What follows belongs to an exercise in optimizing a design on an open flow for small area, a short achievable clock period and few clock cycles; a production flow would make more cautious choices. In this exercise RTL edits were held to simulation tests only and were not proved equivalent to the original.

==> flow/design.v <==
module HAMMING_IP #(parameter IP_BIT = 8) (
    IN_code,
    OUT_code
);
input [IP_BIT+4-1:0] IN_code;
output reg [IP_BIT-1:0] OUT_code;
integer i;
wire [IP_BIT + 14:0] IN_pad = {IN_code, 11'b0};
wire [14:0] IN_ext = IN_pad[IP_BIT + 14:IP_BIT];
reg [14:0] corrected_code;
reg [10:0] OUT_ext;
wire signal_2_4;
wire signal_1_5, signal_1_6, signal_1_7, signal_1_8, signal_2_5, signal_2_6, signal_2_7, signal_2_8, signal_3_4, signal_3_5, signal_3_6, signal_3_7, signal_3_8, signal_4_2, signal_4_3, signal_4_4, signal_4_5, signal_4_6, signal_4_7, signal_4_8;
reg hamming_1, hamming_2, hamming_3, hamming_4;
wire [3:0] hamming_num;
assign signal_1_5 = IN_ext[14] ^ IN_ext[12] ^ IN_ext[10] ^ IN_ext[8] ^ IN_ext[6];
assign signal_1_6 = signal_1_5 ^ IN_ext[4];
assign signal_1_7 = signal_1_6 ^ IN_ext[2];
assign signal_1_8 = signal_1_7 ^ IN_ext[0];
assign signal_2_4 = IN_ext[13] ^ IN_ext[12] ^ IN_ext[9] ^ IN_ext[8];
assign signal_2_5 = signal_2_4 ^ IN_ext[5];
assign signal_2_6 = signal_2_5 ^ IN_ext[4];
assign signal_2_7 = signal_2_6 ^ IN_ext[1];
assign signal_2_8 = signal_2_7 ^ IN_ext[0];
assign signal_3_4 = IN_ext[11] ^ IN_ext[10] ^ IN_ext[9] ^ IN_ext[8];
assign signal_3_5 = signal_3_4 ^ IN_ext[3];
assign signal_3_6 = signal_3_5 ^ IN_ext[2];
assign signal_3_7 = signal_3_6 ^ IN_ext[1];
assign signal_3_8 = signal_3_7 ^ IN_ext[0];
assign signal_4_2 = IN_ext[7] ^ IN_ext[6];
assign signal_4_3 = signal_4_2 ^ IN_ext[5];
assign signal_4_4 = signal_4_3 ^ IN_ext[4];
assign signal_4_5 = signal_4_4 ^ IN_ext[3];
assign signal_4_6 = signal_4_5 ^ IN_ext[2];
assign signal_4_7 = signal_4_6 ^ IN_ext[1];
assign signal_4_8 = signal_4_7 ^ IN_ext[0];
always @(*) begin
    case(IP_BIT)
        5: hamming_1 = signal_4_2;
        6: hamming_1 = signal_4_3;
        7: hamming_1 = signal_4_4;
        8: hamming_1 = signal_4_5;
        9: hamming_1 = signal_4_6;
        10: hamming_1 = signal_4_7;
        11: hamming_1 = signal_4_8;
        default: hamming_1 = signal_4_2;
    endcase
end
always @(*) begin
    case(IP_BIT)
        5, 6, 7: hamming_2 = signal_3_4;
        8: hamming_2 = signal_3_5;
        9: hamming_2 = signal_3_6;
        10: hamming_2 = signal_3_7;
        11: hamming_2 = signal_3_8;
        default: hamming_2 = signal_3_4;
    endcase
end
always @(*) begin
    case(IP_BIT)
        5: hamming_3 = signal_2_4;
        6: hamming_3 = signal_2_5;
        7, 8, 9: hamming_3 = signal_2_6;
        10: hamming_3 = signal_2_7;
        11: hamming_3 = signal_2_8;
        default: hamming_3 = signal_2_6;
    endcase
end
always @(*) begin
    case(IP_BIT)
        5, 6: hamming_4 = signal_1_5;
        7, 8: hamming_4 = signal_1_6;
        9, 10: hamming_4 = signal_1_7;
        11: hamming_4 = signal_1_8;
        default: hamming_4 = signal_1_5;
    endcase
end
assign hamming_num = {hamming_1,hamming_2,hamming_3,hamming_4};
always @(*) begin
    for(i = 1; i <= 15; i  = i + 1) begin
        corrected_code[(15 - i)] = (i == hamming_num) ? ~IN_ext[(15 - i)] : IN_ext[(15 - i)];
    end
end
always @(*) begin
    OUT_ext[10] = corrected_code[12];
    OUT_ext[9] = corrected_code[10];
    OUT_ext[8] = corrected_code[9];
    OUT_ext[7] = corrected_code[8];
    OUT_ext[6] = corrected_code[6];
    OUT_ext[5] = corrected_code[5];
    OUT_ext[4] = corrected_code[4];
    OUT_ext[3] = corrected_code[3];
    OUT_ext[2] = corrected_code[2];
    OUT_ext[1] = corrected_code[1];
    OUT_ext[0] = corrected_code[0];
    OUT_code = OUT_ext[10 -: IP_BIT];
end
endmodule
module MDC(
    clk,
	rst_n,
	in_valid,
    in_data, 
	in_mode,
    out_valid, 
	out_data
);
input clk, rst_n, in_valid;
input [8:0] in_mode;
input [14:0] in_data;
output reg out_valid;
output reg [206:0] out_data;
parameter IN_DATA_BIT = 11;
parameter IN_MODE_BIT = 5;
wire [4:0] mode;
wire signed [10:0] indata;
reg [4:0] mode_reg;
reg [4:0] cnt;
reg signed [10:0] a,b,c,d,e,f,g,h,i;
reg signed [22:0] af_be, bg_cf, ch_dg, ej_fi, fk_gj ,gl_hk, jo_kn;
wire signed [22:0] kp_lo, in_jm;
reg signed [22:0] ag_ce, bh_df, ah_de, ek_gi, fl_hj;
reg signed [10:0] multiplicand_1, multiplicand_2, multiplicand_3, multiplicand_4, multiplicand_5, multiplier_1, multiplier_2;
reg signed [22:0] multiplier_3, multiplier_4, multiplier_5;
wire signed [10:0] multiplicand_6, multiplicand_7;
wire signed [35:0] multiplier_6, multiplier_7;
reg signed [35:0] summand1;
reg signed [35:0] ibg_jag_kaf, jch_kbh_lbg, ich_kah_lag, ibh_jah_laf, mfk_nek_oej;  
reg signed [35:0] jch_kbh, ibh_jah, ich_kah, ibg_jag, mfk_nek, ngl_ofl;
wire signed [35:0] ngl_ofl_pfk;
wire signed [22:0] mm12;
wire signed [35:0] mm34;
wire signed [35:0] smm5;
wire signed [47:0] mm67;
wire signed [47:0] det_4x4;
reg signed [47:0] mn;
HAMMING_IP #(IN_DATA_BIT) 
    IN_DECODE(.IN_code(in_data),.OUT_code(indata));
HAMMING_IP #(IN_MODE_BIT) 
    MODE_DECODE(.IN_code(in_mode),.OUT_code(mode));
always @(posedge clk or negedge rst_n) begin
    if(!rst_n) mode_reg <= 0;
    else if(in_valid && (cnt == 0)) mode_reg <= mode;
end
always @(posedge clk or negedge rst_n) begin
    if(!rst_n) out_data <= 0;
    else if(cnt == 16) begin
        if(mode_reg[4]) out_data <= {{159{det_4x4[47]}}, det_4x4};
        else if(mode_reg[1]) out_data <= {3'b0, {{15{ibg_jag_kaf[35]}},ibg_jag_kaf}, {{15{jch_kbh_lbg[35]}},jch_kbh_lbg}, {{15{mfk_nek_oej[35]}},mfk_nek_oej}, {{15{ngl_ofl_pfk[35]}},ngl_ofl_pfk}}; 
        else out_data <= {af_be, bg_cf, ch_dg, ej_fi, fk_gj, gl_hk, in_jm, jo_kn, kp_lo};   
    end
    else begin
        out_data <= 0;
    end
end
always @(posedge clk) begin
    if(in_valid) cnt <= cnt + 1;
    else cnt <= 0;
end
always @(posedge clk or negedge rst_n) begin
    if(!rst_n) out_valid <= 0;
    else if(cnt == 16) out_valid <= 1;
    else out_valid <= 0;
end
always @(posedge clk) begin
    if(in_valid && (cnt == 0 || cnt == 9)) a <= indata;  
end
always @(posedge clk) begin
    if(in_valid && (cnt == 1 || cnt == 10)) b <= indata;  
end
always @(posedge clk) begin
    if(in_valid && (cnt == 2 || cnt == 11)) c <= indata;  
end
always @(posedge clk) begin
    if(in_valid && (cnt == 3 || cnt == 12)) d <= indata;  
end
always @(posedge clk) begin
    if(in_valid && (cnt == 4 || cnt == 13)) e <= indata;  
end
always @(posedge clk) begin
    if(in_valid && (cnt == 5 || cnt == 14)) f <= indata;  
end
always @(posedge clk) begin
    if(in_valid && (cnt == 6 || cnt == 15)) g <= indata;  
end
always @(posedge clk) begin
    if(in_valid && cnt == 7) h <= indata;
end
always @(posedge clk) begin
    if(in_valid && cnt == 8) i <= indata;
end
always @(*) begin
    case(cnt)
        8: multiplicand_1 = c;
        10: multiplicand_1 = e;
        11: multiplicand_1 = f;
        12: multiplicand_1 = e;
        13: multiplicand_1 = f;
        14: multiplicand_1 = g;
        16: multiplicand_1 = i;
        default: multiplicand_1 = a;
    endcase
end
always @(*) begin
    case(cnt)
        6: multiplier_1 = f;
        7: multiplier_1 = g;
        8: multiplier_1 = h;
        10: multiplier_1 = a;
        13: multiplier_1 = c;
        14: multiplier_1 = c;
        15: multiplier_1 = f;
        16: multiplier_1 = e;
        default: multiplier_1 = b;
    endcase
end
always @(*) begin
    case(cnt)
        6: multiplicand_2 = b;
        7: multiplicand_2 = c;
        8: multiplicand_2 = d;
        10: multiplicand_2 = f;
        13: multiplicand_2 = h;
        14: multiplicand_2 = h;
        15: multiplicand_2 = b;
        16: multiplicand_2 = a;
        default: multiplicand_2 = g;
    endcase
end
always @(*) begin
    case(cnt)
        8: multiplier_2 = g;
        10: multiplier_2 = i;
        11: multiplier_2 = a;
        12: multiplier_2 = i;
        13: multiplier_2 = a;
        14: multiplier_2 = b;
        16: multiplier_2 = d;
        default: multiplier_2 = e;
    endcase
end
assign mm12 = multiplicand_1 * multiplier_1 - multiplicand_2 * multiplier_2;
always @(posedge clk) begin
    if(in_valid && cnt == 6) af_be <= mm12;
end
always @(posedge clk) begin
    if(in_valid && cnt == 7) ag_ce <= mm12;
end
always @(posedge clk) begin
    if(in_valid && cnt == 8) ch_dg <= mm12;
end
always @(posedge clk) begin
    if(in_valid && cnt == 10) ej_fi <= mm12;
end
always @(posedge clk) begin
    if(in_valid && cnt == 11) fk_gj <= mm12;
end
always @(posedge clk) begin
    if(in_valid && cnt == 12) ek_gi <= mm12;
end
always @(posedge clk) begin
    if(in_valid && cnt == 13) fl_hj <= mm12;
end
always @(posedge clk) begin
    if(in_valid && cnt == 14) gl_hk <= mm12;
end
always @(posedge clk) begin
    if(in_valid && cnt == 15) jo_kn <= mm12;
end
assign  in_jm = (cnt == 16) ? mm12 : 0;
always @(*) begin
    case(cnt)
        8: multiplicand_3 = a;
        10: multiplicand_3 = i;
        11: multiplicand_3 = a;
        12: multiplicand_3 = i;
        13: multiplicand_3 = i;
        14: multiplicand_3 = d;
        15: multiplicand_3 = e;
        default: multiplicand_3 = b;
    endcase
end
always @(*) begin
    case(cnt)
        7: multiplier_3 = g;
        10: multiplier_3 = bg_cf;
        11: multiplier_3 = ch_dg;
        12: multiplier_3 = ch_dg;
        13: multiplier_3 = bh_df;
        14: multiplier_3 = fk_gj;
        15: multiplier_3 = gl_hk;
        16: multiplier_3 = g;
        default: multiplier_3 = h;
    endcase
end
always @(*) begin
    case(cnt)
        7: multiplicand_4 = c;
        8: multiplicand_4 = d;
        9: multiplicand_4 = d;
        10: multiplicand_4 = a;
        13: multiplicand_4 = a;
        14: multiplicand_4 = e;
        15: multiplicand_4 = f;
        16: multiplicand_4 = c;
        default: multiplicand_4 = b;
    endcase
end
always @(*) begin
    case(cnt)
        8: multiplier_4 = e;
        10: multiplier_4 = ag_ce;
        11: multiplier_4 = bh_df;
        12: multiplier_4 = ah_de;
        13: multiplier_4 = ah_de;
        14: multiplier_4 = ek_gi;
        15: multiplier_4 = fl_hj;
        default: multiplier_4 = f;
    endcase
end
assign mm34 = multiplier_3 * multiplicand_3 - multiplier_4 * multiplicand_4;
always @(posedge clk) begin
    if(in_valid && cnt == 7) bg_cf <= mm34;
end
always @(posedge clk) begin
    if(in_valid && cnt == 8) ah_de <= mm34;
end
always @(posedge clk) begin
    if(in_valid && cnt == 9) bh_df <= mm34;
end
always @(posedge clk) begin
    if(in_valid && cnt == 10) ibg_jag <= mm34;
end
always @(posedge clk) begin
    if(in_valid && cnt == 11) jch_kbh <= mm34;
end
always @(posedge clk) begin
    if(in_valid && cnt == 12) ich_kah <= mm34;
end
always @(posedge clk) begin
    if(in_valid && cnt == 13) ibh_jah <= mm34;
end
always @(posedge clk) begin
    if(in_valid && cnt == 14) mfk_nek <= mm34;
end
always @(posedge clk) begin
    if(in_valid && cnt == 15) ngl_ofl <= mm34;
end
assign  kp_lo = (cnt == 16) ? mm34 : 0;
always @(*) begin
    case(cnt)
        11: summand1 = ibg_jag;
        12: summand1 = jch_kbh;
        13: summand1 = ich_kah;
        14: summand1 = ibh_jah;
        15: summand1 = mfk_nek;
        16: summand1 = ngl_ofl;
        default: summand1 = 0;
    endcase
end
always @(*) begin
    case(cnt)
        11: multiplicand_5 = b;
        15: multiplicand_5 = f;
        16: multiplicand_5 = g;
        default: multiplicand_5 = c;
    endcase
end
always @(*) begin
    case(cnt)
        11: multiplier_5 = af_be;
        12: multiplier_5 = bg_cf;
        13: multiplier_5 = ag_ce;
        14: multiplier_5 = af_be;
        15: multiplier_5 = ej_fi;
        16: multiplier_5 = fk_gj;
        default: multiplier_5 = 0;
    endcase
end
assign smm5 = summand1 + multiplier_5 * multiplicand_5;
always @(posedge clk) begin
    if(in_valid && cnt == 11) ibg_jag_kaf <= smm5;
end
always @(posedge clk) begin
    if(in_valid && cnt == 12) jch_kbh_lbg <= smm5;
end
always @(posedge clk) begin
    if(in_valid && cnt == 13) ich_kah_lag <= smm5;
end
always @(posedge clk) begin
    if(in_valid && cnt == 14) ibh_jah_laf <= smm5;
end
always @(posedge clk) begin
    if(in_valid && cnt == 15) mfk_nek_oej <= smm5;
end
assign ngl_ofl_pfk = (cnt == 16) ? smm5 : 0;
assign multiplicand_6 = (cnt == 16) ? g : e;
assign multiplier_6 = (cnt == 16) ? ibg_jag_kaf : ich_kah_lag;
assign multiplicand_7 = (cnt == 16) ? f : d;
assign multiplier_7 = (cnt == 16) ? ibh_jah_laf : jch_kbh_lbg;
assign mm67 =  multiplier_6 * multiplicand_6 - multiplier_7 * multiplicand_7;
always @(posedge clk) begin
    if(cnt == 14) mn <= mm67;
end
assign  det_4x4 = (cnt == 16) ? (mn + mm67) : 0;
endmodule
==> flow/run.sh <==
#!/bin/bash
# synth_recipe.tcl (not shown) runs the flow's synth.tcl, then flattens the netlist and writes it again
# the make line also repeats each setting of config.mk as NAME=value (left out here)
make -C /OpenROAD-flow-scripts/flow DESIGN_CONFIG=/design/flow/config.mk WORK_HOME=/design/flow/orfs CLKGATE_MAP_FILE= SYNTH_SCRIPT=/design/flow/synth_recipe.tcl finish
==> flow/config.mk <==
export PLATFORM = sky130hd
export DESIGN_NAME = MDC
export DESIGN_NICKNAME = MDC
export VERILOG_FILES = /design/flow/design.v
export SDC_FILE = /design/flow/constraint.sdc
export NUM_CORES = 4
export LEC_CHECK = 0
export CAP_MARGIN = 20
export CORE_MARGIN = 2
export CORE_UTILIZATION = 30
export SLEW_MARGIN = 20
==> flow/constraint.sdc <==
create_clock -name core_clock -period 13.5 [get_ports {clk}]
set_input_delay 2.7000 -clock core_clock [delete_from_list [all_inputs] [get_ports {clk}]]
set_output_delay 2.7000 -clock core_clock [all_outputs]
set_load 0.01 [all_outputs]
==> summary.txt <==
Hold buffer count at CTS: 0
Number of flops mapped to enable cells by yosys: 813
Ranking of synthesized cells by area: fa_1 34%, edfxtp_1 23%, inv_1 6.5%
Global route overflow: 0
Clock buffer count from CTS: 113
Clk latency of the worst-skew pair: 0.83 ns
Via count: 80590
Cell taking the most area after synthesis: fa_1
Nets@finish: 12910
FF+latch count, synth: 1028
Largest net degree at the start of global routing: 114
Post-Synth Adder-Cell Area: 40.21%
Synth Area in XOR/XNOR: 2.072%
Reg2reg path depth: 43
CP dominant cell by count: fa_1
Critical path's slowest cell: a21boi_4
DRC: 0
DR WL/cell: 27.46 um
First-pass detailed-route iteration total: 13
Seq/Total Area, Yosys: 27.83%
Unrepaired setup endpoints after global routing: no
Number of global-route vias before repair: 81690
Top Ports: 235
Data required, critical path: 14.11 ns
Crit end category: flip-flop
Post-synth ARST share: 20.43%
Post-DP HPWL: 339700 um
Instance count on the critical path: 43
Core Region: 0.3554 sq mm
Clock-pin slew on the worst setup and hold paths: 0.06 ns
Initial Utilization: 30.09%
Period minus WS final: 12.90 ns
Net Count, Synth: 12680
Die Y-Extent: 601.1 um
First-pass GRT wire length: 602000 um
Max FFs per register: 207
Slew @ Worst Pin: 1.359 ns
Biggest regs: out_data: 207 flops, mn: 48 flops
Maximum fanout along the worst path: 45
Top cell type's share of synthesized area: 34.39%
Syn-to-layout area delta: 13.20%
I/O Buffers: 234
FF-to-FF Start: cnt[0]
Startpoint types: flip-flop
Main combinational cell family by area after synthesis: adder cells
Pins Over Slew Limit: 0
Footprint of the multi-input gates: 0.06915 sq mm
# clock sinks: 1028
Gpl congestion: 1.003
Die width: 601.1 um
Synth Area in Compound Gates: 8.079%
DR iter-0 viols: 9683
Hold Path Stages: 1
Post-Syn Area: 0.1069 sq mm
Hold EP: cnt[0]
Mux contribution to synthesized area: 1.830%
HP Class: reg2reg
Syn Area/Cell: 10.37 sq um
Die area: 0.3613 sq mm
Post-DRT Antenna Nets: 0
Cells after synthesis: 10310
Initial antenna violation count: 41
Final setup fails: 0
Share of cells above drive strength 1: 7.971%
Reg area: 0.02977 sq mm
CTS tree: yes
CP top delay family: adder cells
Total negative slack: 0 ns
Synth Flop Type: edfxtp_1
Worst Path Buf+Inv: 9
Post-Synth Simple-Gate Area: 11.73%
Yosys cell types: 79
Critical path data arrival time: 13.52 ns
Hold_sp: cnt[0]
Largest Register: out_data
Reg-to-reg endpoint: out_data[100]
Final Hold Viols: 0
Max clock buf depth: 3
Final Cycle Share: 95.57%
Clk root buf: clkbuf_16
Rel. slew slack: 9.427%
Most frequent cells in the layout: 1837 x inv_1, 1837 x fa_1, 1410 x nand2_1, 926 x nor2_1, 813 x edfxtp_1
Routed vias/inst: 5.223
Worst reg-to-reg setup slack: 0.60 ns
FILL cells: 35850
Clk_skew: 0.09651 ns
Maxcap violations: 0
Pre-CTS WS: 0.3639 ns
Critical Path Max Stage Delay: 0.64 ns
Cell Rows: 219
Gr usage total: 23.28%
Outcome: complete, no violations
H-tree depth: 3
Critical path class: reg2reg
Final setup margin: 0.5983 ns
Yosys warns: 3
Fmax: 0.07751 GHz
Routed wire length: 423700 um
Yosys cell counts, types with 30 or more instances:
cell type	n
ha_1	498
clkbuf_1	391
a31oi_1	56
nor2b_1	83
buf_2	36
a221oi_1	46
fa_1	1837
a21o_1	81
and4_1	30
nand2_1	1410
nand4_1	66
nor3_1	43
and2_1	52
inv_1	1838
dfrtp_1	210
xnor2_1	189
o21ai_0	131
mux2i_1	191
nor2_1	934
nand3_1	92
or2_2	132
a222oi_1	66
a211oi_1	43
a21oi_1	287
xor2_1	64
nand2b_1	54
edfxtp_1	813
a22oi_1	275
worst max-delay path by stage:
stage	startpoint	to	slack [ns]
5_1_grt	cnt[0]	out_data[143]	0.02
2_1_floorplan	cnt[0]	out_data[174]	2.41
6_report	cnt[0]	out_data[100]	0.60
4_1_cts	cnt[0]	out_data[164]	0.28
3_5_place_dp	cnt[0]	out_data[127]	0.36
3_3_place_gp	cnt[0]	out_data[181]	0.42
cells by family (layout without fill, tap and decap cells):
family,after synthesis,after routing
other,0,27
and+or+nand+nor,2952,2952
muxes,195,195
AOI/OAI and AO/OA,1239,1239
buffers and inverters,2311,2649
xor gates and xnor gates,253,253
DFF,1028,1028
adders and majority gates,2335,2335
stage by stage:
step           instances  instance area, sq um  hold WS (ns)  util [%]
6_report           15430                121100        0.4990     34.07
5_1_grt            15410                121000        0.5290     34.05
4_1_cts            15400                120900        0.4912     34.02
3_5_place_dp       15180                116900        0.4764     32.90
3_3_place_gp       15180                116900        0.4817     32.88
2_1_floorplan      10310                106900        0.4514         -
layout make-up:
type | instances | share of cell area [%]
Clock buffer | 142 | 2.587
Antenna cell | 27 | 0.05581
Sequential cell | 1028 | 24.59
Inverter | 1841 | 5.724
Tap cell | 4751 | 4.910
Timing Repair Buffer | 593 | 4.339
Multi-Input combinational cell | 6974 | 57.11
Clock inverter | 73 | 0.6790
repair_timing:
item                                   CTS  global route
endpoints found under the hold margin    0             0
buffers inserted                         0             2
setup endpoints to repair                0           129
resized for setup                        0             5
layer usage:
| metal | share of wire [%] | GRT usage (%) | vias to the layer above | wire length [um] |
|---|---|---|---|---|
| li1 | - | - | 33420 | - |
| met1 | 35 | 28.03 | 41290 | 150200 |
| met3 | 11 | 6.130 | 1210 | 45460 |
| met4 | 10 | 18.88 | 28 | 42850 |
| met2 | 44 | 35.14 | 4647 | 185000 |
| met5 | 0.042 | 0 | - | 180 |
Testbench counts, summed over its fixed seeds: cycles 8,168.

## static timing again, ports no longer ideal
The flow's constraints put no driver on any port. The routed layout listed below was extracted and timed again, unchanged, in two steps. Step 1 (the two cells are an assumption about what drives the block):
set clk [get_ports {clk}]
set_driving_cell -lib_cell sky130_fd_sc_hd__clkbuf_16 $clk
set_driving_cell -lib_cell sky130_fd_sc_hd__buf_2 [delete_from_list [all_inputs] $clk]
Step 2 times the ports against the registers' clock, not the clock port: input delays grow and output delays shrink by t, the midpoint of the rising clock arrivals with the driver on. Slacks: ideal / step 1 / step 2; pairs: ideal / step 1.
shift t [ns]: 0.887
setup slack, ns: 0.598 / 0.598 / 0.598
worst setup path after step 2: register to register
slew at the worst register clock pin (ns): 0.08 / 0.08
After both steps this run still meets setup and hold. The setup slack of this run moves by 0.000 ns with the drivers and by 0.000 ns with both steps.
